From an optimization exercise on the open Yosys and OpenROAD flow, aimed at small area and a short achievable clock period; shortcuts taken in it are not production practice.
At most, simulation tests tie the RTL to the original design; equivalence was not proved.
For runs 5 to 8, only the layout was checked, not whether the RTL still works.

File: flow/config.mk
export PLATFORM = sky130hd
export DESIGN_NAME = arbiter
export DESIGN_NICKNAME = arbiter
export VERILOG_FILES = /design/flow/design.v
export SDC_FILE = /design/flow/constraint.sdc
export NUM_CORES = 4
export LEC_CHECK = 0
export CAP_MARGIN = 20
export CORE_MARGIN = 2
export CORE_UTILIZATION = 40
export SLEW_MARGIN = 20
File: flow/constraint.sdc
create_clock -name core_clock -period 50.0 [get_ports {clk}]
set_input_delay 10.0000 -clock core_clock [delete_from_list [all_inputs] [get_ports {clk}]]
set_output_delay 10.0000 -clock core_clock [all_outputs]
set_load 0.01 [all_outputs]
File: flow/design.v
module arbiter
  #(
 	parameter NUM_REQ = 64
   ) (
 	input clk,
 	input rst,
 	input [NUM_REQ-1:0] req,
 	output reg [NUM_REQ-1:0]grant
   );
  reg [$clog2(NUM_REQ)-1:0] grant_pointer;
  reg [$clog2(NUM_REQ)-1:0] grant_pointer_last;
  always @ (*) begin
  	grant_pointer = grant_pointer_last;
    	for (int i=0; i <= NUM_REQ-1; i++) begin
      	   if (req[((i + 1 + grant_pointer_last) % NUM_REQ)] == 1 &&
                  (grant_pointer == grant_pointer_last)) begin
   	          grant_pointer = (i + 1 + grant_pointer_last) % NUM_REQ;
      	   end
        	end	 
  end
  always @ (posedge clk) begin
	if (rst) begin
       	     grant_pointer_last <= 'b0;
	end
	else begin
    	     grant_pointer_last <= grant_pointer;
	end   	 
  end
  always @ (*) begin
    for (int i =0; i<= NUM_REQ-1; i++)begin
      grant[i]= 'b0;
    end
    if (|req) begin
      grant[grant_pointer] = 'b1;
    end
  end
endmodule
File: flow/run.sh
#!/bin/bash
# synth_recipe.tcl (not shown) runs the flow's synth.tcl, then flattens the netlist and writes it again
# the make line also repeats each setting of config.mk as NAME=value (left out here)
make -C /OpenROAD-flow-scripts/flow DESIGN_CONFIG=/design/flow/config.mk WORK_HOME=/design/flow/orfs CLKGATE_MAP_FILE= SYNTH_SCRIPT=/design/flow/synth_recipe.tcl finish
==> results of run 1 <==
## cell families (layout without fill, tap and decap cells)
kind of cell,Yosys count,count (layout),synth area share (%)
AO/OA/AOI/OAI,848,848,34.1
XOR/XNOR,93,93,4.63
adder cells (fa/ha/maj),17,17,1.14
buffers and inverters,219,302,5.52
flip-flops,6,6,0.644
multiplexers,353,353,24.1
other,0,1,0
AND/OR/NAND/NOR,1053,1053,29.9
## per-layer routing
layer / share of wire (%) / vias up / track usage [%]
li1: - / 10300 / -
met1: 39 / 11700 / 58.1
met2: 41 / 1855 / 67.4
met3: 11 / 435 / 9.48
met4: 8.8 / 8 / 32.1
met5: 0.049 / - / 0
## area by class of cell
type / instances / area [sq um]
repair buffers: 251 / 2210
well taps: 607 / 759
inverters: 47 / 176
clock buffers: 4 / 78.8
multi-input cells: 2364 / 17700
flip-flops and latches: 6 / 133
fillers: 4749 / 25200
diodes: 1 / 2.50
## Yosys cell counts (all sizes together), types with 14 or more instances
cell type and count:
mux4 66, o21ai 173, o21a 20, a2111oi 16, nor3 119, mux2 92, nand2 264, o22ai 20
xnor2 87, a22oi 17, a211oi 46, and2 36, nand4 47, o2111ai 14, or4 17, ha 17
o31ai 29, and3 39, clkbuf 90, nor2b 15, o31a 21, a31oi 28, nor2 264, a21o 23
nand3 79, a21boi 15, mux2i 195, a211o 18, a21oi 169, nor4 51, inv 46, buf 82
and4 15, or2 23, or3 27, o211ai 54
## how the worst max path moves through the flow
stage                        from         to  slack (ps)  depth (start not counted)
after global routing      req[59]  grant[20]        -0.1                         84
after floorplan           req[44]  grant[47]        6800                         89
after CTS                 req[12]  grant[20]         770                         83
final                      req[3]  grant[35]        1230                         86
after global placement    req[33]  grant[51]        1180                         82
after detailed placement  req[12]  grant[49]         840                         82
## metrics by stage
| stage | cell area (sq um) | setup TNS [ps] | hold slack [ps] | instances |
|---|---|---|---|---|
| 6_report | 21000 | 0 | 1160 | 3280 |
| 5_1_grt | 21000 | -0.142 | 1260 | 3279 |
| 4_1_cts | 20900 | 0 | 1170 | 3271 |
| 3_5_place_dp | 20800 | 0 | 1150 | 3267 |
| 3_3_place_gp | 20800 | 0 | 1140 | 3267 |
| 2_1_floorplan | 18600 | 0 | 1220 | 2589 |
## worst max-delay path: cells and delay by family
family	cells	cell delay, ps
multiplexers	7	2850
XOR/XNOR	1	210
buffers and inverters	7	2090
AO/OA/AOI/OAI	38	12390
AND/OR/NAND/NOR	33	11120
## what timing repair did
item	in CTS	in global routing
setup buffers	0	7
gates resized for setup	0	18
setup endpoints to repair	0	64
==> summary.txt, run 1 <==
number of enable flip-flop cells after synthesis=0; FMAX=20.5 MHz; CTS Buf Count=3; Worst Hold End=grant_pointer_last[0]$_SDFF_PP0_; Initial Utilization=40.3%; Worst Reg-to-Reg Cells=88; Post-Synthesis Cells=2589; worst min path class=reg2reg; Critical R2R Launch=grant_pointer_last[3]$_SDFF_PP0_; crit path kind=in2out; CP max FO=16; max-slew violation count=0; IO Pins=130; Die X=220 um; Finish-stage setup viols=0; Congestion Overflow GR=0; hold buffers post-CTS=0; Clock Skew=2.92 ps; DR vias=24.3k; Worst EP required=40000 ps; CTS Root Cell=clkbuf_16; TritonCTS clock tree=built; crit path max-delay cell type=or4_1; max incr delay on CP=880 ps; Avg Vias per Cell=7.41; crit share post-route=97.5%; Initial DRC Count=3375; worst path arrival time=38770 ps; slack of the worst reg-to-reg path=20460 ps; antenna violations before repair=6; layout net count=2756; first-pass GRT wire length=159 mm; Largest regs=grant_pointer_last (6); post-synthesis register bit count=6; CTS Sinks=6; largest cells by area after synthesis=mux2i_1, mux4_2, nor2_1; Synth Area per Inst=7.20 sq um; CTS H-tree lvls=1; synthesized cell area=18600 sq um; Worst-Margin Slew=1330 ps; max reg flops=6; PortBufs=129; hold_sp=grant_pointer_last[0]$_SDFF_PP0_; GP Congestion=1.12; synthesis-to-finish area growth=12.7%; setup ws final=1230 ps; largest net degree at the start of global routing=66; final WL=113 mm; drt wl/cell=34.6 um; pre-CTS setup slack=840 ps; DRT antenna net count=0; clock-pin transition on the worst setup and hold timing paths=40 ps; syn_nets=2672; dpl hpwl=89.9 mm; Worst R2R End=grant_pointer_last[4]$_SDFF_PP0_; die height=220 um; largest area contributor in the netlist=mux2i_1; largest reg by FF count=grant_pointer_last; Critical Path Source Type=primary input; share of cells above drive strength 1=16.9%; synth warn=1; Slew HR=10.5%; maximum clock path buffer count=2; Main synth FF type=dfxtp_1; maxcap violations=0; die area=48400 sq um; CORE AREA=46300 sq um; number of core rows=79; Hold Path Stages=3; fraction of registers with async set/reset=0%; DRC Markers=0; register area share after synthesis=0.644%; First-pass DRT Iterations=8; outcome=timing/DRC/antenna clean; fin crit period=48770 ps; clock latency (worst-skew pair)=230 ps; Util after Layout=45.4%; Yosys cell types=138; final hold violations=0; most frequent cells in the layout=nand2_1, nor2_1, mux2i_1, a21oi_1, o21ai_0; vias in the first global route=22.3k; Yosys top cell area share=10.4%; CP Capture Type=output pin; GRT Resource Usage Total=45.4%
==> run 2, diff against run 1 <==
==> flow/design.v (replaced) <==
module arbiter
  #(
    parameter NUM_REQ = 64
  ) (
    input clk,
    input rst,
    input [NUM_REQ-1:0] req,
    output reg [NUM_REQ-1:0] grant
  );
  localparam W  = $clog2(NUM_REQ);
  localparam BW = 3;                
  localparam B  = 1 << BW;          
  localparam NB = NUM_REQ / B;      
  reg [W-1:0] last;
  wire [W-1:0] st = last + 1'b1;    
  wire [W-BW-1:0] sh = st[W-1:BW];
  wire [BW-1:0]   sl = st[BW-1:0];
  reg [NUM_REQ-1:0] e;      
  reg [NUM_REQ-1:0] kin;    
  reg [NUM_REQ-1:0] sloc;   
  reg [NB-1:0] g, k;        
  reg [NB:0] c;             
  reg [NB:0] a;             
  reg any_hi;
  reg [NB-1:0] bg;
  reg [B-1:0] lg;
  reg any;
  reg [W-1:0] nxt;
  integer i, b, j;
  always @(*) begin
    for (i = 0; i < NUM_REQ; i = i + 1) begin
      e[i]   = (i[W-1:BW] == sh) && (i[BW-1:0] == sl);
      kin[i] = (i[W-1:BW] == sh) && (i[BW-1:0] >= sl);
    end
    for (b = 0; b < NB; b = b + 1) begin
      sloc[b*B] = 1'b0;
      for (j = 1; j < B; j = j + 1)
        sloc[b*B+j] = (sloc[b*B+j-1] | req[b*B+j-1]) & ~e[b*B+j];
      g[b] = (sloc[b*B+B-1] | req[b*B+B-1]);
      k[b] = kin[b*B+B-1];
    end
    a[0] = 1'b0;
    for (b = 0; b < NB; b = b + 1)
      a[b+1] = g[b] | (a[b] & ~k[b]);
    any_hi = a[NB];
    c[0] = any_hi;
    for (b = 0; b < NB; b = b + 1)
      c[b+1] = g[b] | (c[b] & ~k[b]);
    for (i = 0; i < NUM_REQ; i = i + 1)
      grant[i] = req[i] & ~sloc[i] & ~(c[i/B] & ~kin[i]);
    for (b = 0; b < NB; b = b + 1)
      bg[b] = |grant[b*B +: B];
    for (j = 0; j < B; j = j + 1) begin
      lg[j] = 1'b0;
      for (b = 0; b < NB; b = b + 1)
        lg[j] = lg[j] | grant[b*B+j];
    end
    any = |bg;
    nxt = '0;
    for (b = 0; b < NB; b = b + 1)
      if (bg[b]) nxt[W-1:BW] = nxt[W-1:BW] | b[W-BW-1:0];
    for (j = 0; j < B; j = j + 1)
      if (lg[j]) nxt[BW-1:0] = nxt[BW-1:0] | j[BW-1:0];
  end
  always @(posedge clk) begin
    if (rst) last <= '0;
    else if (any) last <= nxt;
  end
endmodule
--- a/flow/config.mk
+++ b/flow/config.mk
@@ -7,2 +7,3 @@
 export LEC_CHECK = 0
+export ABC_AREA = 1
 export CAP_MARGIN = 20
==> run 2 against run 1 <==
First-iteration DRC count down 91%. Die area down 82%. Area after synthesis down 83%. Non-clock buffer count down 122. Global-route usage down 11 points. Critical path depth down 45. Clock-buffer cell count down 1. Routed wire length down 87%. Sequential share of layout area up 2.0 points. Flip-flop and latch count unchanged. Design area down 78%. Via count down 81%. Largest cell class unchanged.
==> summary.txt, run 2 <==
outcome=timing/DRC/antenna clean; first-pass GRT wire length=22.6 mm; TritonCTS clock tree=built; DR vias=4517; Die X=92.0 um; Fill cells=783; dpl cell area=4480 sq um; GP Congestion=0.983; Post-Synthesis Cells=636; dpl hpwl=11.9 mm; number of core rows=32; max reg flops=6; Main synth FF type=dfxtp_1; largest area contributor in the netlist=nand2_1; Yosys top cell area share=29.1%; IO Pins=130; largest cells by area after synthesis=nand2_1, inv_1, nand3_1; crit share post-route=48.4%; worst min path class=reg2reg; Worst EP required=40000 ps; Synth Area per Inst=4.87 sq um; PortBufs=129; setup TNS=0 ps; fraction of registers with async set/reset=0%; CORE AREA=7610 sq um; layout net count=836; number of enable flip-flop cells after synthesis=0; clock-pin transition on the worst setup and hold timing paths=40 ps; CTS Root Cell=clkbuf_8; area of the multi-input gates=2370 sq um; die area=8470 sq um; Finish-stage setup viols=0; hold buffers post-CTS=0; fin crit period=24220 ps; post-cts sizing count=0; Util after Layout=59.5%; FMAX=41.3 MHz; crit path kind=in2out; First-pass DRT Iterations=5; Worst Setup SP=req[24]; most used cell, CP=nand2_1; Slew HR=40.6%; Final Cell Area=4520 sq um; Largest regs=last (6); maxcap violations=0; Critical Path Source Type=primary input; Avg Vias per Cell=5.22; register area=120 sq um; DRT antenna net count=0; Clock Skew=0.334 ps; crit path max-delay cell type=clkdlybuf4s50_1; share of cells above drive strength 1=9.29%; largest net degree at the start of global routing=13; final WL=14.4 mm; Setup Buffers After CTS=0; max-slew violation count=0; die height=92.0 um; most frequent cells in the layout=nand2_1, inv_1, clkdlybuf4s50_1, nand3_1, nor2_1; synthesis-to-finish area growth=46.0%; Critical R2R Launch=last[0]$_SDFFE_PP0P_; synth warn=1; worst path arrival time=14220 ps; CP max FO=8; final cell count without fillers=866; final hold violations=0; max incr delay on CP=540 ps; clock latency (worst-skew pair)=230 ps; drt wl/cell=16.6 um; most frequent cell after synthesis=nand2_1; CTS Buf Count=3; CTS Sinks=6; CTS H-tree lvls=1; DRC Markers=0; syn_nets=706; Initial Utilization=40.7%; Placed Cells=863; register area share after synthesis=3.88%; vias in the first global route=4267; Initial DRC Count=298; CP Capture Type=output pin; Worst-Margin Slew=887 ps; hold_sp=last[4]$_SDFFE_PP0P_; Post-synth top cells=nand2_1, inv_1, nand3_1; most common cell after layout, fill and taps aside=nand2_1; antenna violations before repair=1; RSZ-0062 raised after global routing=false; synthesized cell area=3100 sq um; Congestion Overflow GR=0; post-synthesis register bit count=6; Yosys cell types=39; maximum clock path buffer count=2; GRT Resource Usage Total=34.1%; largest reg by FF count=last; n_diodes=0
==> run 2: worst paths after layout <==
path / endpoint / cells past startpoint / slack, ps
hold / removal: last[4]$_SDFFE_PP0P_ / 2 / 550
setup reg to reg: last[0]$_SDFFE_PP0P_ / 43 / 44260
setup / recovery: grant[62] / 41 / 25780
hold reg to reg: last[4]$_SDFFE_PP0P_ / 2 / 550
==> run 2: area by class of cell <==
cell class                 instances  share of cell area [%]
clock buffer                       3                   0.913
inverter                         151                    12.6
multi-input combinational        475                    52.5
sequential                         6                    2.65
tap                              102                    2.82
timing repair buffer             129                    28.5
==> run 2: cells by family (layout without fill, tap and decap cells) <==
group | Yosys count | after routing | synth area share [%]
compound gates | 69 | 69 | 13.5
fa+ha+maj | 4 | 4 | 1.61
buf+inv | 155 | 283 | 19.5
flops | 6 | 6 | 3.88
simple gates | 402 | 402 | 61.5
==> run 2: stage by stage <==
stage	worst slack [ps]	hold slack, ps
after floorplan	27260	491
after global placement	25850	525
after detailed placement	25850	543
after CTS	25820	548
after global routing	25220	591
final	25780	554
==> run 2: worst max-delay path, delay by kind of cell <==
family / cells / cell delay, ps
compound gates: 6 / 780
buf+inv: 4 / 1110
simple gates: 31 / 2310
==> run 2: per-layer routing <==
metal | track usage (%) | routed length, um | share of wire, %
met2 | 60.5 | 6680 | 46
met4 | 8.83 | 458 | 3.2
met5 | 0 | 15 | 0.10
met3 | 6.24 | 1460 | 10
met1 | 42.3 | 5770 | 40
==> run 3, diff against run 2 <==
==> flow/flow/run.sh (new file) <==
#!/bin/bash
# Own layout flow: the standard ORFS flow, with two changes:
#  - synthesis maps the logic with an area-oriented ABC script (flow/area.abc)
#    instead of ORFS's speed/area scripts; everything else in synthesis is the
#    standard script (synth_recipe.tcl), so registers keep their names and cells;
#  - port buffers use the smallest buffer, sky130_fd_sc_hd__buf_1.
# Each step's output goes to a log file in the work folder.
set -euo pipefail
here=$(pwd)
flowdir=$here/flow
# synthesis script: synth_recipe.tcl with the abc call pointed at our script
{
  echo "proc abc {args} {"
  echo "  set i [lsearch -exact \$args -script]"
  echo "  if {\$i >= 0} { set args [lreplace \$args \$i [expr {\$i+1}] -script $flowdir/area.abc] }"
  echo "  set i [lsearch -exact \$args -D]"
  echo "  if {\$i >= 0} { set args [lreplace \$args \$i [expr {\$i+1}]] }"
  echo "  yosys abc {*}\$args"
  echo "}"
  cat "$here/synth_recipe.tcl"
} > "$here/own_synth.tcl"
sed "s#SYNTH_SCRIPT=[^ ]*#SYNTH_SCRIPT=$here/own_synth.tcl#" "$here/standard.sh" > "$here/own_standard.sh"
export BUFFER_PORTS_ARGS="-buffer_cell sky130_fd_sc_hd__buf_1"
bash "$here/own_standard.sh" synth > "$here/synth.log" 2>&1
bash "$here/own_standard.sh" floorplan > "$here/floorplan.log" 2>&1
bash "$here/own_standard.sh" place > "$here/place.log" 2>&1
bash "$here/own_standard.sh" cts > "$here/cts.log" 2>&1
bash "$here/own_standard.sh" route > "$here/route.log" 2>&1
bash "$here/own_standard.sh" finish > "$here/finish.log" 2>&1
==> flow/flow/area.abc (new file) <==
strash
dc2
&get -n
&dch -f
&nf -R 1000
&put
==> flow/standard.sh (new file) <==
#!/bin/bash
# synth_recipe.tcl (not shown) runs the flow's synth.tcl, then flattens the netlist and writes it again
# the make line also repeats each setting of config.mk as NAME=value (left out here)
make -C /OpenROAD-flow-scripts/flow DESIGN_CONFIG=/design/flow/config.mk WORK_HOME=/design/flow/orfs CLKGATE_MAP_FILE= SYNTH_SCRIPT=/design/flow/synth_recipe.tcl "${@:-finish}"
--- a/flow/config.mk
+++ b/flow/config.mk
@@ -7,3 +7,2 @@
 export LEC_CHECK = 0
-export ABC_AREA = 1
 export CAP_MARGIN = 20
removed: flow/run.sh
==> run 3 against run 2 <==
Critical path type unchanged. Still clean. Largest cell class unchanged. Design area down 38%. Via count is 22% lower. Area after synthesis shrank 29%.
==> summary.txt, run 3 <==
Worst R2R End=last[3]$_SDFFE_PP0P_; Post-synth top cells=o21ai_0, nand2_1, o22a_1; maximum clock path buffer count=2; Finish-stage setup viols=0; CP max FO=9; Yosys top cell area share=15.2%; syn_nets=410; max-slew violation count=0; mux cell area share after synthesis=0%; synth warn=1; Final Hold Slack=517 ps; largest area contributor in the netlist=o22a_1; area of the multi-input gates=2040 sq um; Worst-Margin Slew=1070 ps; CORE AREA=5200 sq um; post-cts sizing count=0; Post-Synth Adder-Cell Area=2.28%; worst path arrival time=16150 ps; Synth Area in Compound Gates=38.1%; final hold violations=0; n_diodes=0; outcome=timing/DRC/antenna clean; clock-pin transition on the worst setup and hold timing paths=40 ps; TritonCTS clock tree=built; largest reg by FF count=last; Yosys cell types=35; simple-gate share of the synthesized area=49.1%; Synth Area per Inst=6.44 sq um; Fill cells=550; clock latency (worst-skew pair)=220 ps; die height=78.0 um; fraction of registers with async set/reset=0%; Main synth FF type=dfxtp_1; most common cell after layout, fill and taps aside=buf_1; largest net degree at the start of global routing=18; First-pass DRT Iterations=5; register area share after synthesis=5.48%; worst min path class=reg2reg; crit path kind=in2out; Critical Path Source Type=primary input; vias in the first global route=3164; Clock Skew=0.148 ps; crit path max-delay cell type=or3_1; DR vias=3544; register area=120 sq um; slack of the worst reg-to-reg path=40320 ps; CTS Root Cell=clkbuf_8; synthesis-to-finish area growth=28.6%; maxcap violations=0; dpl hpwl=8.65 mm; Worst Setup SP=req[0]; Congestion Overflow GR=0; Post-Synthesis Cells=340; DRC Markers=0; GP Congestion=0.960; CTS Sinks=6; most used cell, CP=nand2_1; share of cells above drive strength 1=1.06%; fin crit period=26150 ps; antenna violations before repair=0; most frequent cells in the layout=buf_1, o21ai_0, nand2_1, o22a_1, and3b_1; Critical R2R Launch=last[0]$_SDFFE_PP0P_; max incr delay on CP=480 ps; dpl cell area=2780 sq um; GRT Resource Usage Total=35.5%; Worst Reg-to-Reg Cells=42; setup ws final=23850 ps; drt wl/cell=20.9 um; RSZ-0062 raised after global routing=false; largest family of logic cells by synthesized area=simple AND/OR/NAND/NOR gates; max reg flops=6; CTS H-tree lvls=1; CTS Buf Count=3; Util after Layout=54.1%; IO Pins=130; critical path endpoint=grant[62]; final cell count without fillers=543; Setup Buffers After CTS=0; Largest regs=last (6); CP Capture Type=output pin; pre-CTS setup slack=24070 ps; PortBufs=129; Final Cell Area=2820 sq um; hold buffers post-CTS=0; Post-Synth XOR/XNOR Area=3.20%; number of core rows=26; first-pass GRT wire length=16.6 mm; most frequent cell after synthesis=o21ai_0; Placed Cells=540; Initial DRC Count=444; setup TNS=0 ps; synthesized cell area=2190 sq um; Worst EP required=40000 ps; FMAX=38.2 MHz; Slew HR=27.9%; post-synthesis register bit count=6; crit share post-route=52.3%; layout net count=545; largest cells by area after synthesis=o22a_1, and3b_1, o21ai_0; Avg Vias per Cell=6.53; Die X=78.0 um; final WL=11.4 mm; die area=6080 sq um; Initial Utilization=42.1%; DRT antenna net count=0; number of enable flip-flop cells after synthesis=0
[run 3: cell types whose count changed after synthesis, sizes merged, moves of 10 or more]
cell / change
nand2: -232
inv: -149
nand3: -39
o22a: +38
and3b: +33
o21ai: +21
nor2: -19
nor4: +12
a21oi: -10
[run 3: worst min-delay path by stage]
stage	from	end	cells after the start
floorplan	last[1]$_SDFFE_PP0P_	last[1]$_SDFFE_PP0P_	2
global placement	last[4]$_SDFFE_PP0P_	last[4]$_SDFFE_PP0P_	2
detailed placement	last[4]$_SDFFE_PP0P_	last[4]$_SDFFE_PP0P_	2
CTS	last[4]$_SDFFE_PP0P_	last[4]$_SDFFE_PP0P_	2
global route	last[4]$_SDFFE_PP0P_	last[4]$_SDFFE_PP0P_	2
finish	last[4]$_SDFFE_PP0P_	last[4]$_SDFFE_PP0P_	2
[run 3: metal layers]
metal / wire length [um] / global-route usage (%) / vias up
li1: - / - / 1607
met3: 1150 / 4.07 / 50
met4: 339 / 12.1 / 0
met5: 0 / 0 / -
met2: 5120 / 59.7 / 275
met1: 4760 / 46.6 / 1612
[run 3: cells by family (layout without fill, tap and decap cells)]
logic type | after synthesis | count (layout)
xor gates and xnor gates | 8 | 8
and+or+nand+nor | 186 | 186
buffers and inverters | 11 | 144
adders and majority gates | 4 | 4
AOI/OAI and AO/OA | 125 | 125
DFF | 6 | 6
[run 3: layout make-up]
cell class / count / share of cell area (%)
multi-input cells: 323 / 72.2
inverters: 11 / 1.47
clock buffers: 3 / 1.47
well taps: 70 / 3.11
repair buffers: 130 / 17.5
flip-flops and latches: 6 / 4.26
[run 3: critical path: cells and delay by family]
| family | cells | cell delay (ps) |
|---|---|---|
| AOI/OAI and AO/OA | 15 | 2710 |
| and+or+nand+nor | 16 | 3030 |
| buffers and inverters | 3 | 390 |
==> run 4, diff against run 3 <==
==> flow/flow/area.abc (replaced) <==
strash
&get -n
&st
&dch -f
&nf -R 1000
&put
==> run 4 against run 3 <==
Still clean on timing, DRC and antenna. Synthesized cell count is 4.7% lower. Critical path depth unchanged. Clock skew is 3.0 ps higher. Clock-buffer cell count did not move. Global-route usage down 2.2 points. Sequential share of layout area is essentially flat. Hold slack better by 60 ps. Flip-flop and latch count stayed put. Via count shrank 3.7%. Maximum frequency rose by 1.7%. Design area fell by 0.49%. Critical path type unchanged. Critical endpoint is now grant[58]. Largest cell class unchanged.
==> summary.txt, run 4 <==
CTS Root Cell=clkbuf_8; DRT antenna net count=0; GP Congestion=1.01; final cell count without fillers=527; most used cell, CP=nand2_1; Congestion Overflow GR=0; vias in the first global route=3125; n_diodes=0; Fill cells=557; final WL=10.6 mm; Die X=77.8 um; outcome=timing/DRC/antenna clean; Initial DRC Count=344; setup TNS=0 ps; maxcap violations=0; maximum clock path buffer count=2; most common cell after layout, fill and taps aside=buf_1; CORE AREA=5170 sq um; DRC Markers=0; PortBufs=129; drt wl/cell=20.1 um; register area share after synthesis=5.51%; Clock Skew=3.13 ps; fin crit period=25710 ps; Worst Reg-to-Reg Cells=43; antenna violations before repair=0; worst min path class=reg2reg; Hold Path Stages=2; TritonCTS clock tree=built; max incr delay on CP=290 ps; setup ws final=24290 ps; CP Capture Type=output pin; most frequent cell after synthesis=o21ai_0; GRT Resource Usage Total=33.3%; max-slew violation count=0; CTS Buf Count=3; Slew HR=57.2%; Worst EP required=40000 ps; share of cells above drive strength 1=1.09%; first-pass GRT wire length=15.9 mm; largest area contributor in the netlist=and3b_1; largest cells by area after synthesis=and3b_1, o22a_1, o21ai_0; Largest regs=last (6); die height=77.8 um; Post-synth top cells=o21ai_0, and3b_1, o22a_1; Post-Synthesis Cells=324; RSZ-0062 raised after global routing=false; fraction of registers with async set/reset=0%; syn_nets=394; CP max FO=8; post-cts sizing count=0; CTS Sinks=6; clock-pin transition on the worst setup and hold timing paths=40 ps; number of core rows=26; worst path arrival time=15710 ps; Yosys cell types=28; Setup Buffers After CTS=0; DR vias=3412; Critical Path Source Type=primary input; Avg Vias per Cell=6.47; pre-CTS setup slack=24510 ps; max reg flops=6; register area=120 sq um; Yosys top cell area share=18.5%; Worst-Margin Slew=638 ps; Synth Area per Inst=6.72 sq um; First-pass DRT Iterations=5; final hold violations=0; die area=6050 sq um; largest net degree at the start of global routing=16; CTS H-tree lvls=1; crit path kind=in2out; layout net count=529; dpl hpwl=8.75 mm; synthesis-to-finish area growth=28.7%; IO Pins=130; area of the multi-input gates=2040 sq um; number of enable flip-flop cells after synthesis=0; synth warn=1; clock latency (worst-skew pair)=220 ps; crit share post-route=51.4%; most frequent cells in the layout=buf_1, o21ai_0, and3b_1, o22a_1, nand2_1; synthesized cell area=2180 sq um; hold buffers post-CTS=0; FMAX=38.9 MHz; largest reg by FF count=last; Finish-stage setup viols=0; Main synth FF type=dfxtp_1; Placed Cells=524; crit path max-delay cell type=nand3b_1; post-synthesis register bit count=6; Initial Utilization=42.1%
-- run 4: changes by cell type in the layout (fill, tap and decap cells not counted), moves of 4 or more --
cell / change
nand3_1: +9
a21boi_0: +8
or4_1: +5
and2_0: -6
a21oi_1: -6
and3b_1: +13
clkinv_1: -6
nor4_1: -4
nor3_1: +4
nor2_1: -19
o21a_1: +7
o31a_1: -6
nor3b_1: -6
-- run 4: cells by family (layout without fill, tap and decap cells) --
kind of cell | count (synthesis) | after routing | share of synthesized area (%)
simple gates | 174 | 174 | 48.9
fa+ha+maj | 4 | 4 | 2.30
xor+xnor | 8 | 8 | 3.22
compound gates | 127 | 127 | 39.2
flops | 6 | 6 | 5.51
buf+inv | 5 | 138 | 0.862
-- run 4: worst max-delay path, delay by kind of cell --
kind / cells / cell delay [ps]
AOI/OAI and AO/OA: 15 / 2420
and+or+nand+nor: 16 / 2980
buffers and inverters: 3 / 340
-- run 4: layout make-up --
class	count	share of cell area, %
Inverter	5	0.669
Multi-Input combinational cell	313	72.9
Clock buffer	3	1.47
Timing Repair Buffer	130	17.5
Sequential cell	6	4.28
Tap cell	70	3.12
-- run 4: metrics by stage --
step	hold slack, ps	util (%)	area (sq um)
2_1_floorplan	485	-	2180
3_3_place_gp	565	53.3	2760
3_5_place_dp	566	53.3	2760
4_1_cts	573	54.1	2800
5_1_grt	619	54.2	2800
6_report	577	54.2	2800
-- run 4: metal layers --
metal | vias to the layer above | part of all wire, % | global-route usage (%)
li1 | 1572 | - | -
met1 | 1607 | 43 | 44.1
met2 | 204 | 46 | 55.5
met3 | 29 | 8.3 | 4.65
met4 | 0 | 2.8 | 10.2
met5 | - | 0 | 0
-- run 4: final timing paths --
path | slack, ps | startpoint | to
worst max register to register | 41380 | last[0]$_SDFFE_PP0P_ | last[1]$_SDFFE_PP0P_
worst min-delay path | 580 | last[5]$_SDFFE_PP0P_ | last[5]$_SDFFE_PP0P_
worst max-delay path | 24290 | req[0] | grant[58]
worst min register to register | 580 | last[5]$_SDFFE_PP0P_ | last[5]$_SDFFE_PP0P_
==> run 5, diff against run 4 <==
==> flow/design.v (replaced) <==
module arbiter
  #(
    parameter NUM_REQ = 64
  ) (
    input clk,
    input rst,
    input [NUM_REQ-1:0] req,
    output reg [NUM_REQ-1:0] grant
  );
  localparam W  = $clog2(NUM_REQ);
  localparam BW = 3;                
  localparam B  = 1 << BW;          
  localparam NB = NUM_REQ / B;      
  reg [W-1:0] last;
  wire [W-BW-1:0] wh = last[W-1:BW];
  wire [BW-1:0]   wl = last[BW-1:0];
  reg [NB-1:0] h;           
  reg [B-1:0]  l;           
  reg [B-1:0]  le;          
  reg [NB-1:0] mt;          
  reg [NUM_REQ:0] x;        
  reg [NB-1:0] g;           
  reg [NB:0] pg, pm;        
  reg [NB-1:0] cb;          
  reg cw;
  reg [NB-1:0] a;
  reg [B-1:0] z;
  reg [NB-1:0] bg;
  reg [B-1:0] lg;
  reg any;
  reg [W-1:0] nxt;
  integer i, b, k;
  always @(*) begin
    for (b = 0; b < NB; b = b + 1) begin
      h[b]  = (wh == b);
      mt[b] = (b >= wh);
    end
    for (k = 0; k < B; k = k + 1) begin
      l[k]  = (wl == k);
      le[k] = (k <= wl);
    end
    for (b = 0; b < NB; b = b + 1) begin
      x[b*B] = 1'b0;
      for (k = 0; k < B; k = k + 1)
        x[b*B+k+1] = (x[b*B+k] | req[b*B+k]) & ~(h[b] & l[k]);
      g[b] = x[b*B+B];
    end
    pg[0] = 1'b0;
    pm[0] = 1'b0;
    for (b = 0; b < NB; b = b + 1) begin
      pg[b+1] = pg[b] | g[b];
      pm[b+1] = pm[b] | (g[b] & mt[b]);
    end
    cw = pg[NB];
    for (b = 0; b < NB; b = b + 1)
      cb[b] = mt[b] ? pm[b] : (pm[NB] | pg[b]);
    for (b = 0; b < NB; b = b + 1)
      a[b] = cb[b] & ~h[b];
    for (k = 0; k < B; k = k + 1)
      z[k] = cw & le[k];
    for (b = 0; b < NB; b = b + 1)
      for (k = 0; k < B; k = k + 1)
        grant[b*B+k] = req[b*B+k] & ~x[b*B+k] & ~a[b] & ~(h[b] & z[k]);
    for (b = 0; b < NB; b = b + 1)
      bg[b] = |grant[b*B +: B];
    for (k = 0; k < B; k = k + 1) begin
      lg[k] = 1'b0;
      for (b = 0; b < NB; b = b + 1)
        lg[k] = lg[k] | grant[b*B+k];
    end
    any = |req;
    nxt = '0;
    for (b = 0; b < NB; b = b + 1)
      if (bg[b]) nxt[W-1:BW] = nxt[W-1:BW] | b[W-BW-1:0];
    for (k = 0; k < B; k = k + 1)
      if (lg[k]) nxt[BW-1:0] = nxt[BW-1:0] | k[BW-1:0];
  end
  always @(posedge clk) begin
    if (rst) last <= '0;
    else if (any) last <= nxt;
  end
endmodule
==> run 5 against run 4 <==
Clock-buffer cell count is the same. Area after synthesis grew 2.0%. Synthesized cell count increased by 7.1%. Non-clock buffer count increased by 3. Die area grew 1.9%. Still clean. Final cell count up 5.3%. Sequential share of layout area down 0.095 points. Critical path depth is 15 lower. Critical path type unchanged.
==> summary.txt, run 5 <==
outcome=timing/DRC/antenna clean; Critical Path Source Type=primary input; Worst Setup SP=req[0]; DRT antenna net count=0; final hold violations=0; simple-gate share of the synthesized area=56.6%; most used cell, CP=o22a_1; Initial DRC Count=487; fin crit period=25270 ps; register area share after synthesis=5.41%; FMAX=39.6 MHz; busiest grt layer=met2; crit share post-route=50.5%; mux cell area share after synthesis=0%; crit path max-delay cell type=a2111oi_0; Top delay family on crit path=compound AO/OA/AOI/OAI gates; Post-Synth Adder-Cell Area=0%; PortBufs=129; clock latency (worst-skew pair)=230 ps; drt wl/cell=21.1 um; largest area contributor in the netlist=o22a_1; GP Congestion=0.990; crit path kind=in2out; Clock Skew=0.881 ps; CTS H-tree lvls=1; die area=6160 sq um; Post-Synthesis Cells=347; most common cell after layout, fill and taps aside=buf_1; max reg flops=6; met2 Usage GRT=60.3%; Fill cells=601; slack of the worst reg-to-reg path=43220 ps; n_diodes=0; Synth Area in Compound Gates=36.1%; largest reg by FF count=last; CP Cell Sequence=buf_1 > o21a_1 > o22a_1 > o22a_1 > o22a_1 > o22a_1 > o22a_1 > o22a_1 > o22ai_1 > o32ai_1 > a21oi_1 > o21ai_0 > o21bai_1 > a21oi_1 > o21ai_0 > nor2b_1 > o22ai_1 > a2111oi_0 > buf_1; synth warn=1; DR vias=3874; Critical R2R Launch=last[4]$_SDFFE_PP0P_; vias in the first global route=3292; synthesized cell area=2220 sq um; setup TNS=0 ps; most frequent cell after synthesis=nor2_1; syn_nets=413; CORE AREA=5440 sq um; Finish-stage setup viols=0; Initial Utilization=40.8%; IO Pins=130; Worst-Margin Slew=1150 ps; post-cts sizing count=0; maximum clock path buffer count=2; fraction of registers with async set/reset=0%; DRC Markers=0; final WL=11.7 mm; CP max FO=9; share of cells above drive strength 1=1.45%; CTS Buf Count=3; buffers plus inverters on the worst setup path=2; M1 GR Usage=49.4%; Avg Vias per Cell=6.98; die height=78.5 um; CP Capture Type=output pin; worst min path class=reg2reg; CTS Root Cell=clkbuf_8; Yosys top cell area share=19.3%; area of the multi-input gates=2060 sq um; Main synth FF type=dfxtp_1; hold buffers post-CTS=0; antenna violations before repair=0; hold_sp=last[1]$_SDFFE_PP0P_; number of enable flip-flop cells after synthesis=0; first-pass GRT wire length=17.4 mm; layout net count=551; dpl cell area=2830 sq um; CTS Sinks=6; post-synthesis register bit count=6; Yosys cell types=32; max incr delay on CP=1070 ps; register area=120 sq um; Post-Synth XOR/XNOR Area=0%; Slew HR=21.1%; largest family of logic cells by synthesized area=simple AND/OR/NAND/NOR gates; largest net degree at the start of global routing=18; TritonCTS clock tree=built; met3 usage=2.87%; Setup Buffers After CTS=0; dpl hpwl=8.95 mm; First-pass DRT Iterations=5; clock-pin transition on the worst setup and hold timing paths=40 ps; largest cells by area after synthesis=o22a_1, nor4b_1, nor4_1; maxcap violations=0; Worst EP required=40000 ps; RSZ-0062 raised after global routing=false; max-slew violation count=0; Synth Area per Inst=6.40 sq um; synthesis-to-finish area growth=29.1%; Die X=78.5 um; Final Cell Area=2870 sq um; worst path arrival time=15270 ps; GRT Resource Usage Total=36.3%; most frequent cells in the layout=buf_1, nor2_1, o22a_1, nor4b_1, nor4_1; number of core rows=27; Largest regs=last (6); Congestion Overflow GR=0; Post-synth top cells=nor2_1, o22a_1, nor4b_1
[run 5: cell types whose count changed after synthesis, sizes merged, moves of 8 or more]
cell    before  now
o22a        38   49
a21oi        2   13
nor2        13   62
a21boi      11    0
nand3       14    6
nand2       35   26
and3        11    1
nor4        17   39
and3b       46    0
nor4b        0   40
o21ai       52   20
[run 5: cell families (layout without fill, tap and decap cells)]
kind of cell / count (synthesis) / after routing
simple gates: 220 / 220
buf+inv: 11 / 147
flops: 6 / 6
compound gates: 110 / 110
[run 5: routing by layer]
| layer | vias up | wire length, um |
|---|---|---|
| li1 | 1737 | - |
| met1 | 1775 | 4620 |
| met2 | 314 | 5280 |
| met3 | 48 | 1350 |
| met4 | 0 | 471 |
| met5 | - | 0 |
[run 5: final cells by class]
cell class                 instances  area share [%]
tap                               72            3.14
timing repair buffer             133            17.9
clock buffer                       3            1.44
inverter                          11            1.44
sequential                         6            4.19
multi-input combinational        330            71.9
[run 5: through the flow]
stage	cells	hold slack, ps	utilization [%]	worst slack, ps
after floorplan	347	518	-	25940
after global placement	552	565	51.9	24930
after detailed placement	552	572	52.0	24900
after CTS	555	576	52.7	24880
after global routing	555	625	52.7	24470
final	555	589	52.7	24730
[run 5: path summary, 6_finish.rpt]
path,depth (start not counted),endpoint
max,19,grant[11]
min,2,last[1]$_SDFFE_PP0P_
max reg2reg,22,last[0]$_SDFFE_PP0P_
min reg2reg,2,last[1]$_SDFFE_PP0P_
[run 5: worst min-delay path, cell delays in order, from the launching register on]
cell     delay, ps
dfxtp_1        380
nand2_1         90
a21oi_1         60
==> run 6, diff against run 5 <==
--- a/flow/design.v
+++ b/flow/design.v
@@ -13,2 +13,3 @@
   localparam NB = NUM_REQ / B;      
+  localparam LNB = W - BW;
   reg [W-1:0] last;
@@ -21,8 +22,7 @@
   reg [NUM_REQ:0] x;        
-  reg [NB-1:0] g;           
-  reg [NB:0] pg, pm;        
+  reg [NB-1:0] g, gm;       
+  reg [NB-1:0] sg [0:LNB];  
+  reg [NB-1:0] sm [0:LNB];  
   reg [NB-1:0] cb;          
-  reg cw;
-  reg [NB-1:0] a;
-  reg [B-1:0] z;
+  reg cw, mall;
   reg [NB-1:0] bg;
@@ -31,3 +31,3 @@
   reg [W-1:0] nxt;
-  integer i, b, k;
+  integer i, b, k, s;
   always @(*) begin
@@ -46,19 +46,23 @@
       g[b] = x[b*B+B];
+      gm[b] = g[b] & mt[b];
     end
-    pg[0] = 1'b0;
-    pm[0] = 1'b0;
-    for (b = 0; b < NB; b = b + 1) begin
-      pg[b+1] = pg[b] | g[b];
-      pm[b+1] = pm[b] | (g[b] & mt[b]);
+    sg[0] = g;
+    sm[0] = gm;
+    for (s = 0; s < LNB; s = s + 1) begin
+      sg[s+1] = sg[s];
+      sm[s+1] = sm[s];
+      for (b = 0; b < NB; b = b + 1)
+        if (b & (1 << s)) begin
+          sg[s+1][b] = sg[s][b] | sg[s][(b >> s << s) - 1];
+          sm[s+1][b] = sm[s][b] | sm[s][(b >> s << s) - 1];
+        end
     end
-    cw = pg[NB];
-    for (b = 0; b < NB; b = b + 1)
-      cb[b] = mt[b] ? pm[b] : (pm[NB] | pg[b]);
-    for (b = 0; b < NB; b = b + 1)
-      a[b] = cb[b] & ~h[b];
-    for (k = 0; k < B; k = k + 1)
-      z[k] = cw & le[k];
+    cw = sg[LNB][NB-1];
+    mall = sm[LNB][NB-1];
+    cb[0] = mall;
+    for (b = 1; b < NB; b = b + 1)
+      cb[b] = mt[b] ? sm[LNB][b-1] : (mall | sg[LNB][b-1]);
     for (b = 0; b < NB; b = b + 1)
       for (k = 0; k < B; k = k + 1)
-        grant[b*B+k] = req[b*B+k] & ~x[b*B+k] & ~a[b] & ~(h[b] & z[k]);
+        grant[b*B+k] = req[b*B+k] & ~x[b*B+k] & ~(h[b] ? (cw & le[k]) : cb[b]);
     for (b = 0; b < NB; b = b + 1)
==> flow/flow/area.abc (replaced) <==
strash
&get -n
&fraig -x
&put
scorr
dc2
dretime
strash
&get -n
&dch -f
&nf -R 1000
&put
==> run 6 against run 5 <==
Routed wire length grew 10%. Maximum frequency shrank 0.62%. Die area grew 3.8%. Final cell count grew 4.3%.
==> summary.txt, run 6 <==
fraction of registers with async set/reset=0%; TritonCTS clock tree=built; synthesized cell area=2310 sq um; CTS Sinks=6; most common cell after layout, fill and taps aside=buf_1; final cell count without fillers=579; Critical Path Source Type=primary input; maxcap violations=0; first-pass GRT wire length=19.0 mm; antenna violations before repair=0; Congestion Overflow GR=0; DRC Markers=0; Post-synth top cells=o22a_1, nor2_1, nand2_1; worst min path class=reg2reg; Clock Skew=0.610 ps; Post-Synthesis Cells=373; hold buffers post-CTS=0; die height=80.0 um; fin crit period=25430 ps; vias in the first global route=3538; PortBufs=129; max incr delay on CP=570 ps; Worst-Margin Slew=979 ps; Finish-stage setup viols=0; clock-pin transition on the worst setup and hold timing paths=40 ps; largest cells by area after synthesis=o22a_1, nor4_1, nor2_1; post-synthesis register bit count=6; setup TNS=0 ps; First-pass DRT Iterations=14; CP max FO=9; Main synth FF type=dfxtp_1; register area share after synthesis=5.20%; IO Pins=130; post-cts sizing count=0; DRT antenna net count=0; CTS H-tree lvls=1; Final Cell Area=2940 sq um; CTS Buf Count=3; number of enable flip-flop cells after synthesis=0; Slew HR=34.1%; drt wl/cell=22.4 um; most frequent cells in the layout=buf_1, o22a_1, nor2_1, nand2_1, clkinv_1; maximum clock path buffer count=2; GRT Resource Usage Total=38.5%; Initial Utilization=41.7%; synthesis-to-finish area growth=27.4%; FMAX=39.3 MHz; hold_sp=last[3]$_SDFFE_PP0P_; Die X=80.0 um; number of core rows=27; clock latency (worst-skew pair)=230 ps; share of cells above drive strength 1=0.986%; Setup Buffers After CTS=0; dpl cell area=2900 sq um; max-slew violation count=0; largest net degree at the start of global routing=20; CTS Root Cell=clkbuf_8; largest reg by FF count=last; Yosys cell types=36; Worst EP required=40000 ps; Yosys top cell area share=16.3%; Largest regs=last (6); max reg flops=6; largest area contributor in the netlist=o22a_1; Placed Cells=576; Avg Vias per Cell=7.09; CP Cell Sequence=buf_1 > a21boi_0 > o22a_1 > o22a_1 > o22a_1 > o22a_1 > o22a_1 > o22a_1 > o22ai_1 > or2_0 > o31ai_1 > o21bai_1 > o21bai_1 > a21oi_1 > nor2b_1 > o21ai_0 > nor2b_1 > nand3_1 > a21oi_1 > o21ai_0 > nor3b_1 > buf_1; n_diodes=0; Initial DRC Count=468; final WL=13.0 mm; Worst Setup SP=req[0]; GP Congestion=1.04; RSZ-0062 raised after global routing=false; most used cell, CP=o22a_1; final hold violations=0; DR vias=4104; crit share post-route=50.9%; syn_nets=439; worst path arrival time=15430 ps; die area=6400 sq um; Final Hold Slack=1040 ps; synth warn=3; crit path kind=in2out; Critical R2R Launch=last[5]$_SDFFE_PP0P_; Synth Area per Inst=6.19 sq um; dpl hpwl=9.86 mm; crit path max-delay cell type=nor3b_1; outcome=timing/DRC/antenna clean; most frequent cell after synthesis=o22a_1; CORE AREA=5540 sq um; layout net count=575; CP Capture Type=output pin
-- run 6: changes by cell type in the layout (fill, tap and decap cells not counted), sizes merged, moves of 14 or more --
| cell | before | now |
|---|---|---|
| and3 | 1 | 15 |
| nor4b | 40 | 15 |
| a31oi | 2 | 18 |
| nand3 | 6 | 21 |
| nor2 | 62 | 36 |
| clkinv | 11 | 28 |
-- run 6: final timing paths --
check,endpoint,slack [ps],cells after the start
setup / recovery,grant[38],24570,22
hold / removal,last[3]$_SDFFE_PP0P_,1040,3
setup reg to reg,last[1]$_SDFFE_PP0P_,42890,26
hold reg to reg,last[3]$_SDFFE_PP0P_,1040,3
-- run 6: critical path: cells and delay by family --
family | cells | cell delay (ps)
AOI/OAI and AO/OA | 15 | 3420
buffers and inverters | 2 | 310
and+or+nand+nor | 5 | 1690
-- run 6: stage by stage --
step | setup slack, ps | util, %
after floorplan | 25910 | -
after global placement | 25090 | 52.3
after detailed placement | 24920 | 52.3
after CTS | 24910 | 53.1
after global routing | 24260 | 53.1
final | 24570 | 53.1
-- run 6: per-layer routing --
layer	vias up	wire, um	GRT usage [%]
li1	1810	-	-
met1	1854	5050	51.1
met2	370	5420	59.2
met3	70	1800	8.94
met4	0	680	16.6
met5	-	0	0
-- run 6: kinds of logic (layout without fill, tap and decap cells) --
| kind of cell | Yosys count | in the layout | share of synthesized area (%) |
|---|---|---|---|
| simple gates | 207 | 207 | 49.9 |
| compound gates | 132 | 132 | 40.4 |
| buf+inv | 28 | 162 | 4.55 |
| flops | 6 | 6 | 5.20 |
-- run 6: cell type report --
class / count / area, sq um
clock buffer: 3 / 41.3
fill: 625 / 2600
inverter: 28 / 105
multi-input combinational: 339 / 2090
sequential: 6 / 120
tap: 72 / 90.1
timing repair buffer: 131 / 499
==> run 7, diff against run 6 <==
==> flow/flow/area.abc (replaced) <==
strash
&get -n
&st
&dch -f
&nf -R 1000
&put
==> run 7 against run 6 <==
Die area is 2.9% lower. Clock skew hardly changed. Maximum frequency is 4.0% higher. Register-to-register slack better by 1100 ps. Worst setup slack better by 970 ps. Core utilization is 0.34 points lower. Area after synthesis is 3.1% lower. Flip-flop and latch count stayed put. Via count is 8.1% lower. Final cell count is 4.1% lower. Critical path type unchanged. Largest cell class unchanged. Clock-buffer cell count stayed put. Global-route usage is 4.0 points lower.
==> summary.txt, run 7 <==
Main synth FF type=dfxtp_1; clock-pin transition on the worst setup and hold timing paths=40 ps; Post-Synthesis Cells=349; slack of the worst reg-to-reg path=43990 ps; FMAX=40.9 MHz; antenna violations before repair=0; synthesized cell area=2240 sq um; post-synthesis register bit count=6; final hold violations=0; max incr delay on CP=850 ps; Critical R2R Launch=last[5]$_SDFFE_PP0P_; register area share after synthesis=5.37%; dpl hpwl=8.98 mm; fraction of registers with async set/reset=0%; Post-synth top cells=nor2_1, nor4b_1, o22a_1; clock latency (worst-skew pair)=230 ps; outcome=timing/DRC/antenna clean; register area=120 sq um; syn_nets=415; n_diodes=0; CORE AREA=5440 sq um; Final Cell Area=2870 sq um; CTS Buf Count=3; drt wl/cell=20.2 um; CTS Root Cell=clkbuf_8; CP Cell Sequence=buf_1 > o21a_1 > o22a_1 > o22a_1 > o22a_1 > o22a_1 > o22a_1 > o22a_1 > o22ai_1 > o32a_1 > o211ai_1 > nor3_1 > clkinv_1 > o21ai_0 > nand3_1 > nor4b_1 > buf_1; worst min path class=reg2reg; synth warn=3; Initial Utilization=41.2%; GRT Resource Usage Total=34.5%; number of core rows=27; final WL=11.2 mm; Congestion Overflow GR=0; setup TNS=0 ps; Fill cells=621; Worst-Margin Slew=1150 ps; post-cts sizing count=0; maximum clock path buffer count=2; vias in the first global route=3282; number of enable flip-flop cells after synthesis=0; die area=6210 sq um; CTS Sinks=6; largest net degree at the start of global routing=19; most frequent cells in the layout=buf_1, nor2_1, nor4b_1, o22a_1, nor4_1; dpl cell area=2830 sq um; most frequent cell after synthesis=nor2_1; Avg Vias per Cell=6.79; max-slew violation count=0; Worst EP required=40000 ps; Clock Skew=0.158 ps; crit share post-route=48.9%; Worst Reg-to-Reg Cells=20; Initial DRC Count=345; fin crit period=24450 ps; Synth Area per Inst=6.41 sq um; DRC Markers=0; Setup Buffers After CTS=0; GP Congestion=1.01; DR vias=3771; area of the multi-input gates=2080 sq um; Finish-stage setup viols=0; Yosys top cell area share=18.8%; Slew HR=22.7%; share of cells above drive strength 1=1.04%; largest reg by FF count=last; die height=78.8 um; crit path max-delay cell type=nor4b_1; layout net count=551; max reg flops=6; First-pass DRT Iterations=5; IO Pins=130; hold_sp=last[1]$_SDFFE_PP0P_; crit path kind=in2out; CP Capture Type=output pin; worst path arrival time=14450 ps; Util after Layout=52.7%; Largest regs=last (6); PortBufs=129; largest cells by area after synthesis=nor4b_1, o22a_1, nor2_1; synthesis-to-finish area growth=28.2%; first-pass GRT wire length=16.8 mm; TritonCTS clock tree=built; DRT antenna net count=0; most used cell, CP=o22a_1; Worst R2R End=last[3]$_SDFFE_PP0P_; CTS H-tree lvls=1; maxcap violations=0; Critical Path Source Type=primary input; largest area contributor in the netlist=nor4b_1; Die X=78.8 um; RSZ-0062 raised after global routing=false; most common cell after layout, fill and taps aside=buf_1; Worst Hold End=last[1]$_SDFFE_PP0P_; Hold Path Stages=2; Yosys cell types=32; CP max FO=8; hold buffers post-CTS=0
## run 7: changes by cell type in the layout (fill, tap and decap cells not counted), moves of 5 or more
cell	previous run	this run
nor2_1	36	72
nor4b_1	15	48
clkinv_1	28	10
a21oi_1	25	8
a31oi_1	18	3
and3_1	15	0
nor4_1	27	37
nand3_1	21	13
a21boi_0	7	0
nand2_1	32	25
nand4_1	10	4
nor3_1	15	9
o21ai_0	11	16
## run 7: logic make-up after synthesis
group	share of synthesized area (%)
AO/OA/AOI/OAI	31.9
buffers and inverters	1.68
AND/OR/NAND/NOR	61.0
flip-flops	5.37
## run 7: worst max path at each step
stage | start | endpoint | depth (start not counted)
after global routing | req[0] | grant[30] | 17
after detailed placement | req[0] | grant[30] | 17
final | req[0] | grant[30] | 17
after global placement | req[0] | grant[30] | 17
after floorplan | req[0] | grant[29] | 15
after CTS | req[0] | grant[30] | 17
## run 7: stage by stage
stage	hold WS [ps]	std cells	setup slack, ps
2_1_floorplan	504	349	26540
3_3_place_gp	549	552	25670
3_5_place_dp	573	552	25690
4_1_cts	577	555	25670
5_1_grt	634	555	25290
6_report	584	555	25550
## run 7: final cells by class
type	count	share of cell area, %
timing repair buffer	131	17.4
multi-input combinational	333	72.5
inverter	10	1.31
sequential	6	4.19
tap	72	3.14
clock buffer	3	1.44
## run 7: metal layers
layer | up-vias | wire, um | track usage [%]
li1 | 1731 | - | -
met1 | 1720 | 4590 | 46.7
met2 | 286 | 5080 | 57.9
met3 | 34 | 1220 | 3.52
met4 | 0 | 325 | 10.0
met5 | - | 0 | 0
## run 7: worst max-delay path, delay by kind of cell
kind                   cells  cell delay (ps)
buffers and inverters      3              530
and+or+nand+nor            3             1630
AOI/OAI and AO/OA         11             2290
==> run 8, diff against run 7 <==
--- a/flow/flow/run.sh
+++ b/flow/flow/run.sh
@@ -22,2 +22,3 @@
 sed "s#SYNTH_SCRIPT=[^ ]*#SYNTH_SCRIPT=$here/own_synth.tcl#" "$here/standard.sh" > "$here/own_standard.sh"
+export SETUP_SLACK_MARGIN=26
 export BUFFER_PORTS_ARGS="-buffer_cell sky130_fd_sc_hd__buf_1"
==> run 8 against run 7 <==
Hold slack better by 26 ps. Final cell count rose by 2.0%. Flip-flop and latch count did not move. Non-clock buffer count is 11 higher. Critical path depth shrank 1. Synthesized cell count is the same. Global-route usage up 0.53 points. Maximum frequency is 1.9% higher. Worst setup slack better by 460 ps. Clock skew about the same.
==> summary.txt, run 8 <==
outcome=timing/DRC/antenna clean; Synth Area per Inst=6.41 sq um; synthesized cell area=2240 sq um; clock latency (worst-skew pair)=230 ps; Slew HR=23.3%; final cell count without fillers=566; synthesis-to-finish area growth=43.9%; worst min path class=reg2reg; most frequent cell after synthesis=nor2_1; Post-synth top cells=nor2_1, nor4b_1, o22a_1; crit share post-route=48.0%; RSZ-0062 raised after global routing=true; First-pass DRT Iterations=5; maxcap violations=0; setup TNS=0 ps; fin crit period=24000 ps; mux cell area share after synthesis=0%; Largest regs=last (6); DRT antenna net count=0; clock-pin transition on the worst setup and hold timing paths=40 ps; CP Capture Type=output pin; syn_nets=415; largest cells by area after synthesis=nor4b_1, o22a_1, nor2_1; GRT Resource Usage Total=35.1%; fraction of registers with async set/reset=0%; Die X=78.8 um; CTS Root Cell=clkbuf_8; die area=6210 sq um; number of core rows=27; Clock Skew=0.359 ps; final WL=11.7 mm; antenna violations before repair=0; Initial DRC Count=332; post-synthesis register bit count=6; Yosys top cell area share=18.8%; max-slew violation count=0; CTS Buf Count=3; die height=78.8 um; n_diodes=0; GP Congestion=1.01; Placed Cells=552; FMAX=41.7 MHz; Worst-Margin Slew=1140 ps; worst path arrival time=14000 ps; Finish-stage setup viols=0; max reg flops=6; Worst EP required=40000 ps; most frequent cells in the layout=buf_1, nor2_1, o22a_1, nor4_1, nor4b_2; drt wl/cell=20.7 um; Avg Vias per Cell=6.82; dpl hpwl=8.98 mm; vias in the first global route=3322; largest reg by FF count=last; Main synth FF type=dfxtp_1; Post-Synth XOR/XNOR Area=0%; Synth Area in Compound Gates=31.9%; Initial Utilization=41.2%; largest area contributor in the netlist=nor4b_1; CTS H-tree lvls=1; Post-Synth Adder-Cell Area=0%; simple-gate share of the synthesized area=61.0%; PortBufs=129; DR vias=3862; hold buffers post-CTS=0; IO Pins=130; CORE AREA=5440 sq um; most common cell after layout, fill and taps aside=buf_1; maximum clock path buffer count=2; number of enable flip-flop cells after synthesis=0; share of cells above drive strength 1=11.7%; crit path kind=in2out; final hold violations=0; synth warn=3; TritonCTS clock tree=built; largest family of logic cells by synthesized area=simple AND/OR/NAND/NOR gates; Yosys cell types=32; CP max FO=8; DRC Markers=0; Congestion Overflow GR=0; Post-Synthesis Cells=349; register area share after synthesis=5.37%; Critical Path Source Type=primary input; CTS Sinks=6; largest net degree at the start of global routing=19; layout net count=562; first-pass GRT wire length=17.1 mm
==> run 8: cell counts after synthesis <==
Identical to the previous run, type by type.
==> run 8: path summary, 6_finish.rpt <==
kind	startpoint	to	slack (ps)	cells past startpoint
max reg2reg	last[5]$_SDFFE_PP0P_	last[0]$_SDFFE_PP0P_	44020	19
max	req[8]	grant[46]	26000	16
min reg2reg	last[0]$_SDFFE_PP0P_	last[0]$_SDFFE_PP0P_	610	2
min	last[0]$_SDFFE_PP0P_	last[0]$_SDFFE_PP0P_	610	2
==> run 8: layout make-up <==
class | instances | area (sq um)
timing repair buffer | 142 | 582
inverter | 10 | 37.5
sequential | 6 | 120
clock buffer | 3 | 41.3
tap | 72 | 90.1
fill | 588 | 2220
multi-input combinational | 333 | 2350
==> run 8: worst max-delay path, cell delays in order <==
cell	delay (ps)
buf_1	90
o21a_1	120
o22a_1	190
o22a_1	210
o22a_1	240
o22a_1	220
o22a_1	210
o22a_1	200
o22ai_1	290
o32a_1	260
o211ai_1	180
nor3_2	350
a31oi_1	120
or3_1	510
nor4b_2	590
buf_1	200
==> run 8: per-stage QoR <==
| stage | area (sq um) | util [%] | hold WS [ps] | worst slack, ps |
|---|---|---|---|---|
| floorplan | 2240 | - | 504 | 26540 |
| global placement | 2830 | 52.0 | 549 | 25670 |
| detailed placement | 2830 | 52.0 | 573 | 25690 |
| CTS | 2970 | 54.6 | 577 | 26010 |
| global route | 3220 | 59.2 | 639 | 25850 |
| finish | 3220 | 59.2 | 610 | 26000 |
==> run 8: logic make-up after synthesis <==
| logic type | Yosys count |
|---|---|
| compound gates | 96 |
| buf+inv | 10 |
| flops | 6 |
| simple gates | 237 |
==> run 8: timing repair <==
action,CTS,global route
gates resized for setup,14,35
pin swaps,2,4
buffers inserted,2,9
setup endpoints to repair,26,55
==> run 8: per-layer routing <==
metal  routed length (um)  GRT usage [%]
met5                    0              0
met4                  417           10.0
met3                 1120           3.64
met2                 5420           59.4
met1                 4780           47.0
==> run 9, diff against run 8 <==
--- a/flow/design.v
+++ b/flow/design.v
@@ -68,3 +68,3 @@
     for (b = 0; b < NB; b = b + 1)
-      bg[b] = |grant[b*B +: B];
+      bg[b] = g[b] & ~(cb[b] & ~h[b]);
     for (k = 0; k < B; k = k + 1) begin
@@ -74,8 +74,14 @@
     end
-    any = |req;
-    nxt = '0;
-    for (b = 0; b < NB; b = b + 1)
-      if (bg[b]) nxt[W-1:BW] = nxt[W-1:BW] | b[W-BW-1:0];
-    for (k = 0; k < B; k = k + 1)
-      if (lg[k]) nxt[BW-1:0] = nxt[BW-1:0] | k[BW-1:0];
+    any = |lg;
+    nxt = last;
+    if (|bg) begin
+      nxt[W-1:BW] = '0;
+      for (b = 0; b < NB; b = b + 1)
+        if (bg[b]) nxt[W-1:BW] = nxt[W-1:BW] | b[W-BW-1:0];
+    end
+    if (any) begin
+      nxt[BW-1:0] = '0;
+      for (k = 0; k < B; k = k + 1)
+        if (lg[k]) nxt[BW-1:0] = nxt[BW-1:0] | k[BW-1:0];
+    end
   end
@@ -83,3 +89,3 @@
     if (rst) last <= '0;
-    else if (any) last <= nxt;
+    else last <= nxt;
   end
--- a/flow/flow/run.sh
+++ b/flow/flow/run.sh
@@ -22,3 +22,2 @@
 sed "s#SYNTH_SCRIPT=[^ ]*#SYNTH_SCRIPT=$here/own_synth.tcl#" "$here/standard.sh" > "$here/own_standard.sh"
-export SETUP_SLACK_MARGIN=26
 export BUFFER_PORTS_ARGS="-buffer_cell sky130_fd_sc_hd__buf_1"
==> flow/flow/area.abc (replaced) <==
&get -n
&st
&syn2
&if -g -K 6
&synch2
&nf -R 1000
&put
==> run 9 against run 8 <==
Still clean. Clock-buffer cell count did not move. Register-to-register slack got worse by 830 ps. Design area rose by 0.97%. Worst setup slack got worse by 440 ps. Non-clock buffer count fell by 9. Core utilization fell by 7.7 points. Via count rose by 16%. Highest routed layer unchanged.
==> summary.txt, run 9 <==
outcome=timing/DRC/antenna clean; Worst Reg-to-Reg Cells=24; max-slew violation count=0; First-pass DRT Iterations=5; DRC Markers=0; largest reg by FF count=last; slack of the worst reg-to-reg path=43190 ps; Hold Path Stages=2; Post-synth top cells=nand2_1, nor2_1, o21ai_0; syn_nets=525; die area=7160 sq um; Synth Area per Inst=5.66 sq um; fin crit period=24440 ps; antenna violations before repair=0; Post-Synthesis Cells=459; Clock Skew=7.04 ps; synthesized cell area=2600 sq um; CTS H-tree lvls=1; Yosys top cell area share=12.6%; Main synth FF type=dfxtp_1; Worst R2R End=last[0]$_SDFFE_PP0P_; max reg flops=6; drt wl/cell=20.3 um; most frequent cells in the layout=buf_1, nand2_1, nor2_1, o21ai_0, a21oi_1; final hold violations=0; worst min path class=reg2reg; Final Cell Area=3250 sq um; Worst Hold End=last[2]$_SDFFE_PP0P_; largest cells by area after synthesis=nand2_1, nor2_1, o21ai_0; TritonCTS clock tree=built; fraction of registers with async set/reset=0%; Largest regs=last (6); number of core rows=29; n_diodes=0; CORE AREA=6310 sq um; CP max FO=9; hold_sp=last[2]$_SDFFE_PP0P_; maxcap violations=0; Util after Layout=51.5%; crit share post-route=48.9%; PortBufs=129; setup TNS=0 ps; layout net count=663; dpl hpwl=11.2 mm; DR vias=4492; FMAX=40.9 MHz; Yosys cell types=45; Avg Vias per Cell=6.68; final WL=13.7 mm; CTS Sinks=6; clock-pin transition on the worst setup and hold timing paths=40 ps; Setup Buffers After CTS=0; post-cts sizing count=0; vias in the first global route=4095; synthesis-to-finish area growth=25.1%; die height=84.6 um; DRT antenna net count=0; most common cell after layout, fill and taps aside=buf_1; Slew HR=24.5%; IO Pins=130; most frequent cell after synthesis=nand2_1; Critical R2R Launch=last[0]$_SDFFE_PP0P_; CP Capture Type=output pin; clock latency (worst-skew pair)=230 ps; Fill cells=734; Worst-Margin Slew=1120 ps; dpl cell area=3210 sq um; RSZ-0062 raised after global routing=false; CTS Buf Count=3; Finish-stage setup viols=0; synth warn=3; Worst EP required=40000 ps; GRT Resource Usage Total=37.4%; Critical Path Source Type=primary input; register area share after synthesis=4.62%; hold buffers post-CTS=0; Initial DRC Count=452; pre-CTS setup slack=25790 ps; Die X=84.6 um; Congestion Overflow GR=0; first-pass GRT wire length=21.6 mm; maximum clock path buffer count=2; CTS Root Cell=clkbuf_8; GP Congestion=0.993; post-synthesis register bit count=6; setup ws final=25560 ps; number of enable flip-flop cells after synthesis=0; largest area contributor in the netlist=nand2_1; crit path kind=in2out; Initial Utilization=41.2%; share of cells above drive strength 1=1.18%; largest net degree at the start of global routing=28; worst path arrival time=14440 ps
[run 9: changes by cell type in the layout (fill, tap and decap cells not counted), sizes merged, moves of 9 or more]
| cell | delta |
|---|---|
| a21o | +9 |
| nor4b | -42 |
| nand2 | +62 |
| nor4 | -27 |
| buf | -9 |
| o22a | -47 |
| nor2b | +12 |
| nor3 | +10 |
| o21ai | +27 |
| a21oi | +23 |
| o211ai | +9 |
| a211oi | +21 |
[run 9: metal layers]
metal	vias to the layer above	GRT usage, %	share of wire, %
met3	44	5.01	11
li1	2029	-	-
met1	2090	52.6	42
met2	329	56.9	43
met5	-	0	0
met4	0	16.3	4.3
[run 9: cell type report]
class	count	area, sq um	area share [%]
multi-input combinational	439	2430	74.6
timing repair buffer	133	514	15.8
sequential	6	120	3.69
tap	77	96.3	2.96
inverter	14	52.6	1.62
clock buffer	3	41.3	1.27
[run 9: logic make-up (layout without fill, tap and decap cells)]
group           count (synthesis)  count (layout)  share of synthesized area, %
compound gates                164             164                          41.5
buf+inv                        14             150                          2.02
flops                           6               6                          4.62
simple gates                  275             275                          51.9
[run 9: per-stage QoR]
step           hold WS (ps)  instances
4_1_cts                 770        672
2_1_floorplan           607        459
5_1_grt                 813        672
6_report                782        672
3_5_place_dp            760        669
3_3_place_gp            747        669
[run 9: worst max-delay path by stage]
stage / start / to / slack [ps] / cells after the start
global route: req[16] / grant[21] / 25280 / 18
floorplan: req[9] / grant[19] / 27020 / 14
finish: req[8] / grant[21] / 25560 / 16
CTS: req[8] / grant[21] / 25800 / 16
detailed placement: req[8] / grant[21] / 25790 / 16
global placement: req[8] / grant[21] / 25760 / 16
[run 9: worst max-delay path: stages]
cell	delay (ps)
buf_1	90
a21o_1	160
a221o_1	330
o21ai_0	130
clkinv_1	160
a21oi_1	280
a21oi_1	160
or2_0	290
o22ai_1	360
o31a_1	350
and2_0	330
nand2_1	110
o31a_1	200
o21ai_0	900
and4_1	410
buf_1	170

-- re-timing with driven ports --
In the flow no input, the clock included, has a driving cell. The finished layouts below were timed again as built, in two steps. Step 1: set_driving_cell puts a clkbuf_16 on clk and a buf_2 on each other input, an assumption about the parent block. Step 2 adds t to the input delays and takes it off the output delays; t is the mean of the earliest and latest rising clock arrival at the registers after step 1. Input paths then give back, and output paths get back, about the clock's delay inside the block. a / b / c = ideal ports / drivers / drivers and shift; a / b = the first two.
| run | t, ns | setup slack, ns | clock arrival spread, ns | cell pins on the clock port's net |
|---|---|---|---|---|
| run 1 | 0.259 | 1.228 / 1.207 / 1.207 | 0.003 / 0.003 | 1 |
| run 2 | 0.247 | 25.775 / 25.734 / 25.734 | 0.000 / 0.000 | 1 |
| run 3 | 0.246 | 23.852 / 23.831 / 23.831 | 0.000 / 0.000 | 1 |
| run 4 | 0.237 | 24.293 / 24.271 / 24.271 | 0.003 / 0.004 | 1 |
| run 5 | 0.243 | 24.729 / 24.709 / 24.709 | 0.001 / 0.001 | 1 |
| run 6 | 0.244 | 24.571 / 24.550 / 24.550 | 0.001 / 0.000 | 1 |
| run 7 | 0.251 | 25.545 / 25.524 / 25.524 | 0.000 / 0.000 | 1 |
| run 8 | 0.252 | 26.001 / 25.982 / 25.982 | 0.000 / 0.001 | 1 |
| run 9 | 0.253 | 25.560 / 25.537 / 25.537 | 0.007 / 0.007 | 1 |
After both steps every run listed still meets setup and hold. For run 2, which loses most, drivers alone change the setup slack by -0.041 ns; drivers and shift together by -0.041 ns.
